Background: an optimization exercise with open tools, aiming at small area and a short achievable clock period. Do not read the settings as production practice.
Only simulation tests tie the RTL to the original design; equivalence was not proved.
No driver is modelled on the clock port, so clocking that relies on it looks cheaper here than on a real chip.

==> run K: inputs <==
==> flow/design.v <==
module axi_stream_insert_header #(
    parameter DATA_WD = 128,
    parameter DATA_BYTE_WD = DATA_WD / 8
) (
    input clk,
    input rst_n,
    input valid_in,
    input [DATA_WD-1 : 0] data_in,
    input [DATA_BYTE_WD-1 : 0] keep_in,
    input last_in,
    output reg ready_in,
    output reg valid_out,
    output reg [DATA_WD-1 : 0] data_out,
    output reg [DATA_BYTE_WD-1 : 0] keep_out,
    output reg last_out,
    input ready_out,
    input valid_insert,
    input [DATA_WD-1 : 0] header_insert,
    input [DATA_BYTE_WD-1 : 0] keep_insert,
    output reg ready_insert
);
function integer clog2;
input integer n;
begin
    for (clog2 = 0; n > 0; clog2 = clog2 + 1)
        n = n >> 1;
end
endfunction
reg [DATA_WD-1:0] data_in_d;
reg ready_in_d;
wire ready_in_rise;
reg last_in_d;
wire [DATA_WD*2-1:0] header_r;
wire [DATA_WD*2-1:0] data_r;
localparam ZEROS_WD = clog2(DATA_BYTE_WD);
wire [ZEROS_WD-1:0] header_zeros;
reg [ZEROS_WD-1:0] header_zeros_d;
wire [ZEROS_WD-1:0] final_zeros;
wire [ZEROS_WD-1:0] cur_header_zeros;
wire [ZEROS_WD-1:0] total_zeros;
reg [ZEROS_WD-1:0] total_zeros_d;
wire last_fits;
wire [DATA_WD-1 : 0] data_out_header;
wire [DATA_WD-1:0] data_out_payload;
assign ready_in_rise = ready_in & ~ready_in_d;
assign header_r = {header_insert, data_in};
assign data_r = {data_in_d, data_in};
function [ZEROS_WD-1:0] cal_zeros;
    input [DATA_BYTE_WD-1:0] keep;
    integer i;
begin
    cal_zeros = {ZEROS_WD{1'b0}};
    for(i=0; i<DATA_BYTE_WD; i=i+1)begin
        if(~keep[i])
            cal_zeros = cal_zeros + 1'b1;
        else
            cal_zeros = cal_zeros;
    end
end
endfunction
assign header_zeros = $unsigned(cal_zeros(keep_insert));
assign final_zeros = $unsigned(cal_zeros(keep_in));
assign cur_header_zeros = ready_in_rise ? header_zeros : header_zeros_d;
assign total_zeros = final_zeros + cur_header_zeros;
assign last_fits = (total_zeros >= DATA_BYTE_WD);
assign data_out_header = header_r[DATA_WD*2-1-(header_zeros*8) -: DATA_WD];
assign data_out_payload = data_r[DATA_WD*2-1-(header_zeros_d*8) -: DATA_WD];
always @(posedge clk or negedge rst_n) begin 
    if(~rst_n) begin
        ready_in_d <= 0;
    end
    else begin
        ready_in_d <= ready_in;
    end
end
always @(posedge clk or negedge rst_n) begin
    if(~rst_n)
        ready_in <= 0;
    else if(~ready_in & ~valid_out & ready_out & valid_insert & valid_in)			
        ready_in <= 1;
    else if(ready_in & last_in)
        ready_in <= 0;
    else
        ready_in <= ready_in;
end
always @(posedge clk or negedge rst_n) begin 
    if(~rst_n)
        ready_insert <= 0;
    else if (ready_in)
        ready_insert <= 0;
    else if (~valid_out & ready_out & valid_insert & valid_in)
        ready_insert <= 1;
    else
        ready_insert <= ready_insert;
end
always @(posedge clk or negedge rst_n) begin 
    if(~rst_n)
        last_in_d <= 0;
    else if(ready_in)
        last_in_d <= last_in & ~last_fits;
    else
        last_in_d <= 0;
end
always @(posedge clk or negedge rst_n) begin 
    if(~rst_n)
        total_zeros_d <= 0;
    else if(ready_in)
        total_zeros_d <= total_zeros;
    else
        total_zeros_d <= total_zeros_d;
end
always @(posedge clk or negedge rst_n) begin 
    if(~rst_n)
        data_in_d <= 0;
    else if (valid_in)
        data_in_d <= data_in;
    else
        data_in_d <= data_in_d;
end
always @(posedge clk or negedge rst_n) begin 
    if(~rst_n) begin
        data_out <= 0;
        keep_out <= 0;
        last_out <= 0;
        valid_out <= 0;
        header_zeros_d <= 0;
    end
    else if (ready_in_rise) begin
        data_out <= data_out_header;
        valid_out <= 1;
        if (last_in & last_fits) begin
            keep_out <= {DATA_BYTE_WD{1'b1}} << (total_zeros - DATA_BYTE_WD);
            last_out <= 1;
        end
        else begin
            keep_out <= {DATA_BYTE_WD{1'b1}};
            last_out <= 0;
        end
        header_zeros_d <= header_zeros;
    end
    else if (last_in_d) begin
        data_out <= data_out_payload;
        keep_out <= {DATA_BYTE_WD{1'b1}} << total_zeros_d;
        valid_out <= 1;
        last_out <= 1;
    end
    else if(ready_in) begin
        data_out  <= data_out_payload;
        valid_out <= 1;
        if (last_in & last_fits) begin
            keep_out <= {DATA_BYTE_WD{1'b1}} << (total_zeros - DATA_BYTE_WD);
            last_out <= 1;
        end
        else begin
            keep_out <= {DATA_BYTE_WD{1'b1}};
            last_out <= 0;
        end
    end
    else begin
        data_out <= {DATA_WD{1'b0}};
        keep_out <= {DATA_BYTE_WD{1'b0}};
        last_out <= 0;
        valid_out <= 0;
    end
end
endmodule
==> flow/run.sh <==
#!/bin/bash
# synth_recipe.tcl (not shown) runs the flow's synth.tcl, then flattens the netlist and writes it again
# the make line also repeats each setting of config.mk as NAME=value (left out here)
make -C /OpenROAD-flow-scripts/flow DESIGN_CONFIG=/design/flow/config.mk WORK_HOME=/design/flow/orfs CLKGATE_MAP_FILE= SYNTH_SCRIPT=/design/flow/synth_recipe.tcl finish
==> flow/config.mk <==
export PLATFORM = sky130hd
export DESIGN_NAME = axi_stream_insert_header
export DESIGN_NICKNAME = axi_stream_insert_header
export VERILOG_FILES = /design/flow/design.v
export SDC_FILE = /design/flow/constraint.sdc
export NUM_CORES = 4
export LEC_CHECK = 0
export CAP_MARGIN = 20
export CORE_MARGIN = 2
export CORE_UTILIZATION = 30
export SETUP_SLACK_MARGIN = 1.0
export SLEW_MARGIN = 20
==> flow/constraint.sdc <==
create_clock -name core_clock -period 14.0 [get_ports {clk}]
set_input_delay 2.8000 -clock core_clock [delete_from_list [all_inputs] [get_ports {clk}]]
set_output_delay 2.8000 -clock core_clock [all_outputs]
set_load 0.01 [all_outputs]
==> inputs of run Z, as changes to run K <==
==> flow/design.v (replaced) <==
module axi_stream_insert_header #(
    parameter DATA_WD = 128,
    parameter DATA_BYTE_WD = DATA_WD / 8
) (
    input clk,
    input rst_n,
    input valid_in,
    input [DATA_WD-1 : 0] data_in,
    input [DATA_BYTE_WD-1 : 0] keep_in,
    input last_in,
    output reg ready_in,
    output reg valid_out,
    output reg [DATA_WD-1 : 0] data_out,
    output reg [DATA_BYTE_WD-1 : 0] keep_out,
    output reg last_out,
    input ready_out,
    input valid_insert,
    input [DATA_WD-1 : 0] header_insert,
    input [DATA_BYTE_WD-1 : 0] keep_insert,
    output reg ready_insert
);
function integer clog2;
input integer n;
begin
    for (clog2 = 0; n > 0; clog2 = clog2 + 1)
        n = n >> 1;
end
endfunction
localparam BW = DATA_BYTE_WD;
localparam ZW = clog2(BW - 1);
function hz_ge;
    input [BW-1:0] keep;
    input integer k;
begin
    if (k <= 0)
        hz_ge = 1'b1;
    else if (k >= BW)
        hz_ge = 1'b0;
    else
        hz_ge = ~keep[BW-k];
end
endfunction
function [ZW-1:0] therm_zeros;
    input [BW-1:0] keep;
    integer i, m;
    reg acc;
begin
    for (i = 0; i < ZW; i = i + 1) begin
        acc = 1'b0;
        for (m = (1 << i); m < BW; m = m + (2 << i))
            acc = acc | (hz_ge(keep, m) & ~hz_ge(keep, m + (1 << i)));
        therm_zeros[i] = acc;
    end
end
endfunction
reg [DATA_WD-1:0] prev;         
reg [ZW-1:0] hz;                
reg [BW-1:0] keep_tail;         
reg pend;                       
reg rin;                        
wire start = ~rin & ~valid_out & ready_out & valid_insert & valid_in;
wire [2*DATA_WD-1:0] win0 = {prev, data_in};
wire [2*DATA_WD-1:0] win1 = hz[3] ? {win0[2*DATA_WD-1-64:0], 64'b0} : win0;
wire [2*DATA_WD-1:0] win2 = hz[2] ? {win1[2*DATA_WD-1-32:0], 32'b0} : win1;
wire [2*DATA_WD-1:0] win3 = hz[1] ? {win2[2*DATA_WD-1-16:0], 16'b0} : win2;
wire [2*DATA_WD-1:0] win4 = hz[0] ? {win3[2*DATA_WD-1-8:0], 8'b0} : win3;
wire [2*BW-1:0] kr0 = {keep_in, keep_in};
wire [2*BW-1:0] kr1 = hz[3] ? {kr0[2*BW-1-8:0], 8'b0} : kr0;
wire [2*BW-1:0] kr2 = hz[2] ? {kr1[2*BW-1-4:0], 4'b0} : kr1;
wire [2*BW-1:0] kr3 = hz[1] ? {kr2[2*BW-1-2:0], 2'b0} : kr2;
wire [2*BW-1:0] kr4 = hz[0] ? {kr3[2*BW-1-1:0], 1'b0} : kr3;
wire [BW-1:0] krot = kr4[2*BW-1:BW];
wire [BW-1:0] hmask = {BW{1'b1}} << hz;
wire spill = krot[BW-1];
always @(posedge clk or negedge rst_n) begin
    if (~rst_n) begin
        ready_in <= 1'b0;
        rin <= 1'b0;
        ready_insert <= 1'b0;
        valid_out <= 1'b0;
        pend <= 1'b0;
    end
    else begin
        ready_in <= start | (ready_in & ~last_in);
        rin <= start | (rin & ~last_in);
        ready_insert <= start;
        valid_out <= rin | pend;
        pend <= rin & last_in & spill;
    end
end
always @(posedge clk) begin
    if (~rin & ~valid_out)
        hz <= therm_zeros(keep_insert);
    prev <= rin ? data_in : header_insert;
    data_out <= win4[2*DATA_WD-1:DATA_WD];
    keep_tail <= krot & hmask;
    keep_out <= pend ? keep_tail : (krot | hmask);
    last_out <= pend | (rin & last_in & ~spill);
end
endmodule
==> flow/flow/run.sh (new file) <==
#!/bin/bash
# Standard ORFS layout, but with plain buf_1 cells as the port buffers.
set -euo pipefail
export BUFFER_PORTS_ARGS="-buffer_cell sky130_fd_sc_hd__buf_1"
bash standard.sh > standard_flow.log 2>&1
==> flow/standard.sh (new file) <==
#!/bin/bash
# synth_recipe.tcl (not shown) runs the flow's synth.tcl, then flattens the netlist and writes it again
# the make line also repeats each setting of config.mk as NAME=value (left out here)
make -C /OpenROAD-flow-scripts/flow DESIGN_CONFIG=/design/flow/config.mk WORK_HOME=/design/flow/orfs CLKGATE_MAP_FILE= SYNTH_SCRIPT=/design/flow/synth_recipe.tcl "${@:-finish}"
removed: flow/run.sh
==> qor summary <==
item	run Z	run K
Outcome	complete, no violations	complete, no violations
Simple-Gate Fraction of Synth Area	0.0197	0.149
Total global routing track utilization	0.189	0.335
Count of distinct cell types in the synthesized netlist	48	93
Worst setup skew after layout	0.0189 ns	0.0478 ns
Clock buffer count from CTS	36	40
Dominant cell by count in the synthesized netlist	sky130_fd_sc_hd__dfxtp_1	sky130_fd_sc_hd__mux2i_1
Global-route wire length before repair	75500 um	307000 um
Core Region	0.0523 mm^2	0.124 mm^2
Setup bufs post-CTS	0	12
Sum of routed wire segments on met1	19200 um	86200 um
Vias in the first global route	11700	39100
XOR/XNOR Fraction of Synth Area	0	0.0340
Cell total after placement	2126	6453


==> run a <==
axi_stream_insert_header with an RTL version that a note above also has.
==> module axi_stream_insert_header, before the edit <==
module axi_stream_insert_header #(
    parameter DATA_WD = 128,
    parameter DATA_BYTE_WD = DATA_WD / 8
) (
    input clk,
    input rst_n,
    input valid_in,
    input [DATA_WD-1 : 0] data_in,
    input [DATA_BYTE_WD-1 : 0] keep_in,
    input last_in,
    output reg ready_in,
    output reg valid_out,
    output reg [DATA_WD-1 : 0] data_out,
    output reg [DATA_BYTE_WD-1 : 0] keep_out,
    output reg last_out,
    input ready_out,
    input valid_insert,
    input [DATA_WD-1 : 0] header_insert,
    input [DATA_BYTE_WD-1 : 0] keep_insert,
    output reg ready_insert
);
function integer clog2;
input integer n;
begin
    for (clog2 = 0; n > 0; clog2 = clog2 + 1)
        n = n >> 1;
end
endfunction
localparam BW = DATA_BYTE_WD;
localparam ZW = clog2(BW - 1);
function hz_ge;
    input [BW-1:0] keep;
    input integer k;
begin
    if (k <= 0)
        hz_ge = 1'b1;
    else if (k >= BW)
        hz_ge = 1'b0;
    else
        hz_ge = ~keep[BW-k];
end
endfunction
function [ZW-1:0] therm_zeros;
    input [BW-1:0] keep;
    integer i, m;
    reg acc;
begin
    for (i = 0; i < ZW; i = i + 1) begin
        acc = 1'b0;
        for (m = (1 << i); m < BW; m = m + (2 << i))
            acc = acc | (hz_ge(keep, m) & ~hz_ge(keep, m + (1 << i)));
        therm_zeros[i] = acc;
    end
end
endfunction
reg [DATA_WD-1:0] prev;         
reg [ZW-1:0] hz;                
reg [BW-1:0] keep_tail;         
reg pend;                       
reg rin;                        
wire start = ~rin & ~valid_out & ready_out & valid_insert & valid_in;
wire [2*DATA_WD-1:0] win0 = {prev, data_in};
wire [2*DATA_WD-1:0] win1 = hz[3] ? {win0[2*DATA_WD-1-64:0], 64'b0} : win0;
wire [2*DATA_WD-1:0] win2 = hz[2] ? {win1[2*DATA_WD-1-32:0], 32'b0} : win1;
wire [2*DATA_WD-1:0] win3 = hz[1] ? {win2[2*DATA_WD-1-16:0], 16'b0} : win2;
wire [2*DATA_WD-1:0] win4 = hz[0] ? {win3[2*DATA_WD-1-8:0], 8'b0} : win3;
wire [2*BW-1:0] kr0 = {keep_in, keep_in};
wire [2*BW-1:0] kr1 = hz[3] ? {kr0[2*BW-1-8:0], 8'b0} : kr0;
wire [2*BW-1:0] kr2 = hz[2] ? {kr1[2*BW-1-4:0], 4'b0} : kr1;
wire [2*BW-1:0] kr3 = hz[1] ? {kr2[2*BW-1-2:0], 2'b0} : kr2;
wire [2*BW-1:0] kr4 = hz[0] ? {kr3[2*BW-1-1:0], 1'b0} : kr3;
wire [BW-1:0] krot = kr4[2*BW-1:BW];
wire [BW-1:0] hmask = {BW{1'b1}} << hz;
wire spill = krot[BW-1];
always @(posedge clk or negedge rst_n) begin
    if (~rst_n) begin
        ready_in <= 1'b0;
        rin <= 1'b0;
        ready_insert <= 1'b0;
        valid_out <= 1'b0;
        pend <= 1'b0;
    end
    else begin
        ready_in <= start | (ready_in & ~last_in);
        rin <= start | (rin & ~last_in);
        ready_insert <= start;
        valid_out <= rin | pend;
        pend <= rin & last_in & spill;
    end
end
always @(posedge clk) begin
    if (~rin & ~valid_out)
        hz <= therm_zeros(keep_insert);
    prev <= rin ? data_in : header_insert;
    data_out <= win4[2*DATA_WD-1:DATA_WD];
    keep_tail <= krot & hmask;
    keep_out <= pend ? keep_tail : (krot | hmask);
    last_out <= pend | (rin & last_in & ~spill);
end
endmodule
clock: 14.0 ns
lec_check: 0
abc_area: 1
cap_margin: 20
core_margin: 2
core_utilization: 50
setup_slack_margin: 1.0
slew_margin: 20
standard.sh (not shown) runs the stock make flow with config.mk's settings and CLKGATE_MAP_FILE= SYNTH_SCRIPT=/design/flow/synth_recipe.tcl, a recipe that flattens the netlist after the stock synthesis.
==> flow/flow/run.sh <==
#!/bin/bash
# The standard ORFS layout (the standard.sh), with these changes made through
# ORFS's own hooks and variables:
#  - the port buffers are buf_1 cells, resized after placement (post_gp.tcl)
#  - clock tree synthesis without dummy loads, from clkbuf_8 cells
set -euo pipefail
here=$(pwd)
export BUFFER_PORTS_ARGS="-buffer_cell sky130_fd_sc_hd__buf_1"
export POST_GLOBAL_PLACE_TCL="$here/flow/post_gp.tcl"
export CTS_ARGS="-sink_clustering_enable -repair_clock_nets -dont_use_dummy_load -buf_list sky130_fd_sc_hd__clkbuf_8"
export POST_CTS_TCL="$here/flow/post_cts.tcl"
bash standard.sh > standard_flow.log 2>&1
==> flow/flow/post_cts.tcl <==
# Push setup timing past what the 14 ns clock asks for, so that the paths that set
# the achieved period get buffered and sized like critical paths.
repair_timing -setup -setup_margin 10.0 -skip_last_gasp
detailed_placement
check_placement -verbose
==> flow/flow/post_gp.tcl <==
# Give the output ports a stronger buffer than the buf_1 that buffer_ports inserted.
set out_buf sky130_fd_sc_hd__buf_2
set n 0
foreach bterm [[ord::get_db_block] getBTerms] {
  if {[$bterm getIoType] != "OUTPUT"} { continue }
  set net [$bterm getNet]
  if {$net == "NULL"} { continue }
  foreach iterm [$net getITerms] {
    if {![$iterm isOutputSignal]} { continue }
    set inst [$iterm getInst]
    if {[[$inst getMaster] getName] == "sky130_fd_sc_hd__buf_1"} {
      replace_cell [get_cells [$inst getName]] [get_lib_cells $out_buf]
      incr n
    }
  }
}
puts "post_gp.tcl: $n output buffers now $out_buf"
==> run b: changes against run a <==
--- a/flow/design.v
+++ b/flow/design.v
@@ -55,7 +55,6 @@
 endfunction
 reg [DATA_WD-1:0] prev;         
 reg [ZW-1:0] hz;                
-reg [BW-1:0] keep_tail;         
 reg pend;                       
 reg rin;                        
 wire start = ~rin & ~valid_out & ready_out & valid_insert & valid_in;
@@ -64,14 +63,41 @@
 wire [2*DATA_WD-1:0] win2 = hz[2] ? {win1[2*DATA_WD-1-32:0], 32'b0} : win1;
 wire [2*DATA_WD-1:0] win3 = hz[1] ? {win2[2*DATA_WD-1-16:0], 16'b0} : win2;
 wire [2*DATA_WD-1:0] win4 = hz[0] ? {win3[2*DATA_WD-1-8:0], 8'b0} : win3;
-wire [2*BW-1:0] kr0 = {keep_in, keep_in};
-wire [2*BW-1:0] kr1 = hz[3] ? {kr0[2*BW-1-8:0], 8'b0} : kr0;
-wire [2*BW-1:0] kr2 = hz[2] ? {kr1[2*BW-1-4:0], 4'b0} : kr1;
-wire [2*BW-1:0] kr3 = hz[1] ? {kr2[2*BW-1-2:0], 2'b0} : kr2;
-wire [2*BW-1:0] kr4 = hz[0] ? {kr3[2*BW-1-1:0], 1'b0} : kr3;
-wire [BW-1:0] krot = kr4[2*BW-1:BW];
-wire [BW-1:0] hmask = {BW{1'b1}} << hz;
-wire spill = krot[BW-1];
+wire [BW-1:0] kin = {1'b1, keep_in[BW-2:0]};
+function fz_ge;
+    input [BW-1:0] keep;
+    input integer m;
+begin
+    if (m <= 0)
+        fz_ge = 1'b1;
+    else if (m >= BW)
+        fz_ge = 1'b0;
+    else
+        fz_ge = ~keep[m-1];
+end
+endfunction
+function [ZW-1:0] fz_of;
+    input [BW-1:0] keep;
+    integer i, m;
+    reg acc;
+begin
+    for (i = 0; i < ZW; i = i + 1) begin
+        acc = 1'b0;
+        for (m = (1 << i); m < BW; m = m + (2 << i))
+            acc = acc | (fz_ge(keep, m) & ~fz_ge(keep, m + (1 << i)));
+        fz_of[i] = acc;
+    end
+end
+endfunction
+reg [ZW-1:0] fzd;               
+wire [ZW-1:0] tz = hz + fzd;    
+wire [2*BW-1:0] kw0 = {{BW{1'b1}}, kin};
+wire [2*BW-1:0] kw1 = hz[3] ? {kw0[2*BW-1-8:0], 8'b0} : kw0;
+wire [2*BW-1:0] kw2 = hz[2] ? {kw1[2*BW-1-4:0], 4'b0} : kw1;
+wire [2*BW-1:0] kw3 = hz[1] ? {kw2[2*BW-1-2:0], 2'b0} : kw2;
+wire [2*BW-1:0] kw4 = hz[0] ? {kw3[2*BW-1-1:0], 1'b0} : kw3;
+wire [BW-1:0] keep_cur = kw4[2*BW-1:BW];
+wire spill = kw4[BW-1];
 always @(posedge clk or negedge rst_n) begin
     if (~rst_n) begin
         ready_in <= 1'b0;
@@ -93,8 +119,8 @@
         hz <= therm_zeros(keep_insert);
     prev <= rin ? data_in : header_insert;
     data_out <= win4[2*DATA_WD-1:DATA_WD];
-    keep_tail <= krot & hmask;
-    keep_out <= pend ? keep_tail : (krot | hmask);
+    fzd <= fz_of(keep_in);
+    keep_out <= pend ? ({BW{1'b1}} << tz) : keep_cur;
     last_out <= pend | (rin & last_in & ~spill);
 end
 endmodule
==> flow/flow/run.sh (replaced) <==
#!/bin/bash
# The standard ORFS layout (the standard.sh), with these changes made through
# ORFS's own hooks and variables:
#  - synthesis is the standard synthesis with an area-oriented ABC mapping
#    script (synth_abc.tcl, abc_map.script)
#  - the port buffers are buf_1 cells
#  - clock tree synthesis without dummy loads, from clkbuf_8 cells in larger clusters
#  - repair_timing after CTS and after global routing aims at a setup slack of
#    FLOW_FLOW_MARGIN ns (margin.tcl)
set -euo pipefail
here=$(pwd)
export FLOW_STD_SYNTH="$here/synth_recipe.tcl"
export FLOW_ABC_SCRIPT="$here/flow/abc_map.script"
export FLOW_ABC_DONT_USE="sky130_fd_sc_hd__o22a_1 sky130_fd_sc_hd__o22a_2 sky130_fd_sc_hd__o22a_4 sky130_fd_sc_hd__a22o_1 sky130_fd_sc_hd__a22o_2 sky130_fd_sc_hd__a22o_4"
export FLOW_FLOW_MARGIN=10.1
export BUFFER_PORTS_ARGS="-buffer_cell sky130_fd_sc_hd__buf_1"
export CTS_ARGS="-sink_clustering_enable -repair_clock_nets -dont_use_dummy_load -buf_list sky130_fd_sc_hd__clkbuf_8 -root_buf sky130_fd_sc_hd__clkbuf_16 -sink_clustering_size 16 -sink_clustering_max_diameter 60"
export PRE_CTS_TCL="$here/flow/margin.tcl"
export PRE_GLOBAL_ROUTE_TCL="$here/flow/margin.tcl"
bash standard.sh SYNTH_SCRIPT="$here/flow/synth_abc.tcl" finish > standard_flow.log 2>&1
==> flow/flow/abc_map.script (new file) <==
strash
dch
amap -Q 0.1
topo
==> flow/flow/margin.tcl (new file) <==
# Have this step's repair_timing aim at a setup slack of FLOW_FLOW_MARGIN ns
# instead of the configured margin, so that the paths that set the achieved
# period get sized and buffered as critical paths.
set ::env(SETUP_SLACK_MARGIN) $::env(FLOW_FLOW_MARGIN)
==> flow/flow/synth_abc.tcl (new file) <==
# The standard synthesis (synth_recipe.tcl, sourced below), with one change:
# ABC maps the logic with flow/abc_map.script (an area-oriented mapping: strash; dch; amap -Q 0.1)
# instead of ORFS's abc_speed.script. Flip-flops are mapped before ABC runs, so
# the registers, their names and cell types are those of the standard synthesis.
proc abc {args} {
  set i [lsearch -exact $args -script]
  if {$i >= 0} {
    lset args [expr {$i + 1}] $::env(FLOW_ABC_SCRIPT)
  }
  foreach cell $::env(FLOW_ABC_DONT_USE) {
    lappend args -dont_use $cell
  }
  yosys abc {*}$args
}
source $::env(FLOW_STD_SYNTH)
- ABC_AREA: 1 -> unset
removed: flow/flow/post_cts.tcl
removed: flow/flow/post_gp.tcl
==> run c: changes against run a <==
--- a/flow/design.v
+++ b/flow/design.v
@@ -55,7 +55,6 @@
 endfunction
 reg [DATA_WD-1:0] prev;         
 reg [ZW-1:0] hz;                
-reg [BW-1:0] keep_tail;         
 reg pend;                       
 reg rin;                        
 wire start = ~rin & ~valid_out & ready_out & valid_insert & valid_in;
@@ -64,14 +63,54 @@
 wire [2*DATA_WD-1:0] win2 = hz[2] ? {win1[2*DATA_WD-1-32:0], 32'b0} : win1;
 wire [2*DATA_WD-1:0] win3 = hz[1] ? {win2[2*DATA_WD-1-16:0], 16'b0} : win2;
 wire [2*DATA_WD-1:0] win4 = hz[0] ? {win3[2*DATA_WD-1-8:0], 8'b0} : win3;
-wire [2*BW-1:0] kr0 = {keep_in, keep_in};
-wire [2*BW-1:0] kr1 = hz[3] ? {kr0[2*BW-1-8:0], 8'b0} : kr0;
-wire [2*BW-1:0] kr2 = hz[2] ? {kr1[2*BW-1-4:0], 4'b0} : kr1;
-wire [2*BW-1:0] kr3 = hz[1] ? {kr2[2*BW-1-2:0], 2'b0} : kr2;
-wire [2*BW-1:0] kr4 = hz[0] ? {kr3[2*BW-1-1:0], 1'b0} : kr3;
-wire [BW-1:0] krot = kr4[2*BW-1:BW];
-wire [BW-1:0] hmask = {BW{1'b1}} << hz;
-wire spill = krot[BW-1];
+wire [BW-1:0] kin = {1'b1, keep_in[BW-2:0]};
+wire [BW:0] hz_at;
+genvar g;
+generate
+    for (g = 0; g <= BW; g = g + 1) begin : g_hz_at
+        assign hz_at[g] = (hz >= g);
+    end
+endgenerate
+function fz_ge;
+    input [BW-1:0] keep;
+    input integer m;
+begin
+    if (m <= 0)
+        fz_ge = 1'b1;
+    else if (m >= BW)
+        fz_ge = 1'b0;
+    else
+        fz_ge = ~keep[m-1];
+end
+endfunction
+function [ZW-1:0] fz_of;
+    input [BW-1:0] keep;
+    integer i, m;
+    reg acc;
+begin
+    for (i = 0; i < ZW; i = i + 1) begin
+        acc = 1'b0;
+        for (m = (1 << i); m < BW; m = m + (2 << i))
+            acc = acc | (fz_ge(keep, m) & ~fz_ge(keep, m + (1 << i)));
+        fz_of[i] = acc;
+    end
+end
+endfunction
+reg [ZW-1:0] fzd;               
+wire [ZW-1:0] tz = hz + fzd;    
+reg [BW-1:0] keep_cur;
+reg spill;
+integer b, k;
+always @(*) begin
+    for (b = 0; b < BW; b = b + 1) begin
+        keep_cur[b] = 1'b1;
+        for (k = b + 1; k < BW; k = k + 1)
+            keep_cur[b] = keep_cur[b] & (~hz_at[k] | kin[b+BW-k]);
+    end
+    spill = 1'b1;
+    for (k = 1; k < BW; k = k + 1)
+        spill = spill & (~hz_at[k] | kin[BW-1-k]);
+end
 always @(posedge clk or negedge rst_n) begin
     if (~rst_n) begin
         ready_in <= 1'b0;
@@ -93,8 +132,8 @@
         hz <= therm_zeros(keep_insert);
     prev <= rin ? data_in : header_insert;
     data_out <= win4[2*DATA_WD-1:DATA_WD];
-    keep_tail <= krot & hmask;
-    keep_out <= pend ? keep_tail : (krot | hmask);
+    fzd <= fz_of(keep_in);
+    keep_out <= pend ? ({BW{1'b1}} << tz) : keep_cur;
     last_out <= pend | (rin & last_in & ~spill);
 end
 endmodule
--- a/flow/flow/run.sh
+++ b/flow/flow/run.sh
@@ -7,6 +7,6 @@
 here=$(pwd)
 export BUFFER_PORTS_ARGS="-buffer_cell sky130_fd_sc_hd__buf_1"
 export POST_GLOBAL_PLACE_TCL="$here/flow/post_gp.tcl"
-export CTS_ARGS="-sink_clustering_enable -repair_clock_nets -dont_use_dummy_load -buf_list sky130_fd_sc_hd__clkbuf_8"
+export CTS_ARGS="-sink_clustering_enable -repair_clock_nets -dont_use_dummy_load -buf_list sky130_fd_sc_hd__clkbuf_8 -sink_clustering_size 16 -sink_clustering_max_diameter 60"
 export POST_CTS_TCL="$here/flow/post_cts.tcl"
 bash standard.sh > standard_flow.log 2>&1
- ABC_AREA: 1 -> unset
- CORE_UTILIZATION: 50 -> 70
==> run notes <==
Run status: run b complete, no violations; run a complete, no violations; run c complete, no violations
Area after DPL: run b 14100 um2; run a 17200 um2; run c 17100 um2
Mapped cell area: run b 12000 um2; run a 15600 um2; run c 15400 um2
Clock latency of the later-clocked register in the worst-skew pair: run b 0.52 ns; run a 0.56 ns; run c 0.58 ns
Number of multi-input logic gates: run b 859; run a 1996; run c 810
Maximum number of pins on one net before global-route repair: run b 201; run a 114; run c 91
Row cnt: run b 56; run a 64; run c 54
Worst-path cell with the longest stage delay: run b sky130_fd_sc_hd__dfxtp_1; run a sky130_fd_sc_hd__o21ai_0; run c sky130_fd_sc_hd__buf_1
Number of non-filler instances in the completed layout: run b 2110; run a 3262; run c 1882
Fill cell instance count of the final layout: run b 2214; run a 2971; run c 1376
Multi-input gate share of total cell area: run b 38.4%; run a 47.5%; run c 51.3%
Portion of the post-synthesis area used by sequential elements: run b 48.2%; run a 38.8%; run c 37.4%
Worst path buffer plus inverter count: run b 1; run a 3; run c 1
Fraction of area in clock buffers and inverters: run b 2.60%; run a 3.54%; run c 1.82%
Relative max-transition margin: run b 26.6%; run a 17.0%; run c 30.5%
Starting density of the core: run b 51.0%; run a 50.8%; run c 70.9%
Classification of the worst setup path: run b register to primary output; run a register to register; run c input pin to register
Signal buffers: run b 451; run a 457; run c 452
Met3 Wirelength: run b 3.33 mm; run a 8.39 mm; run c 7.24 mm
Multiplexer area fraction after synthesis: run b 0%; run a 0.515%; run c 43.4%

-- separate check: timing with driven ports --
In the flow no input, the clock included, has a driving cell. The finished layouts below were timed again as built, in two steps.
Step 1 sets driving cells, clkbuf_16 on the clock port and buf_2 on the other inputs (assumed; they add their load-dependent delay and slew).
Step 2 also shifts input and output timing later by t, the mid clock arrival at the registers, as if the neighbouring blocks saw the same clock.
Slacks: no drivers / after step 1 / after step 2; pairs: no drivers / after step 1.
run | shift t [ns] | setup WS [ns] | worst setup path at the end
run K | 0.705 | 1.410 / 1.471 / 0.766 | input to register
run Z | 0.597 | 10.012 / 9.956 / 9.599 | input to register
run a | 0.597 | 9.759 / 9.759 / 9.405 | input to register
run b | 0.537 | 10.128 / 10.081 / 9.861 | input to register
run c | 0.617 | 9.910 / 9.916 / 9.313 | input to register
After both steps setup and hold are still met in every run listed. For run K, which loses most, drivers alone change the setup slack by +0.061 ns; drivers and shift together by -0.644 ns.
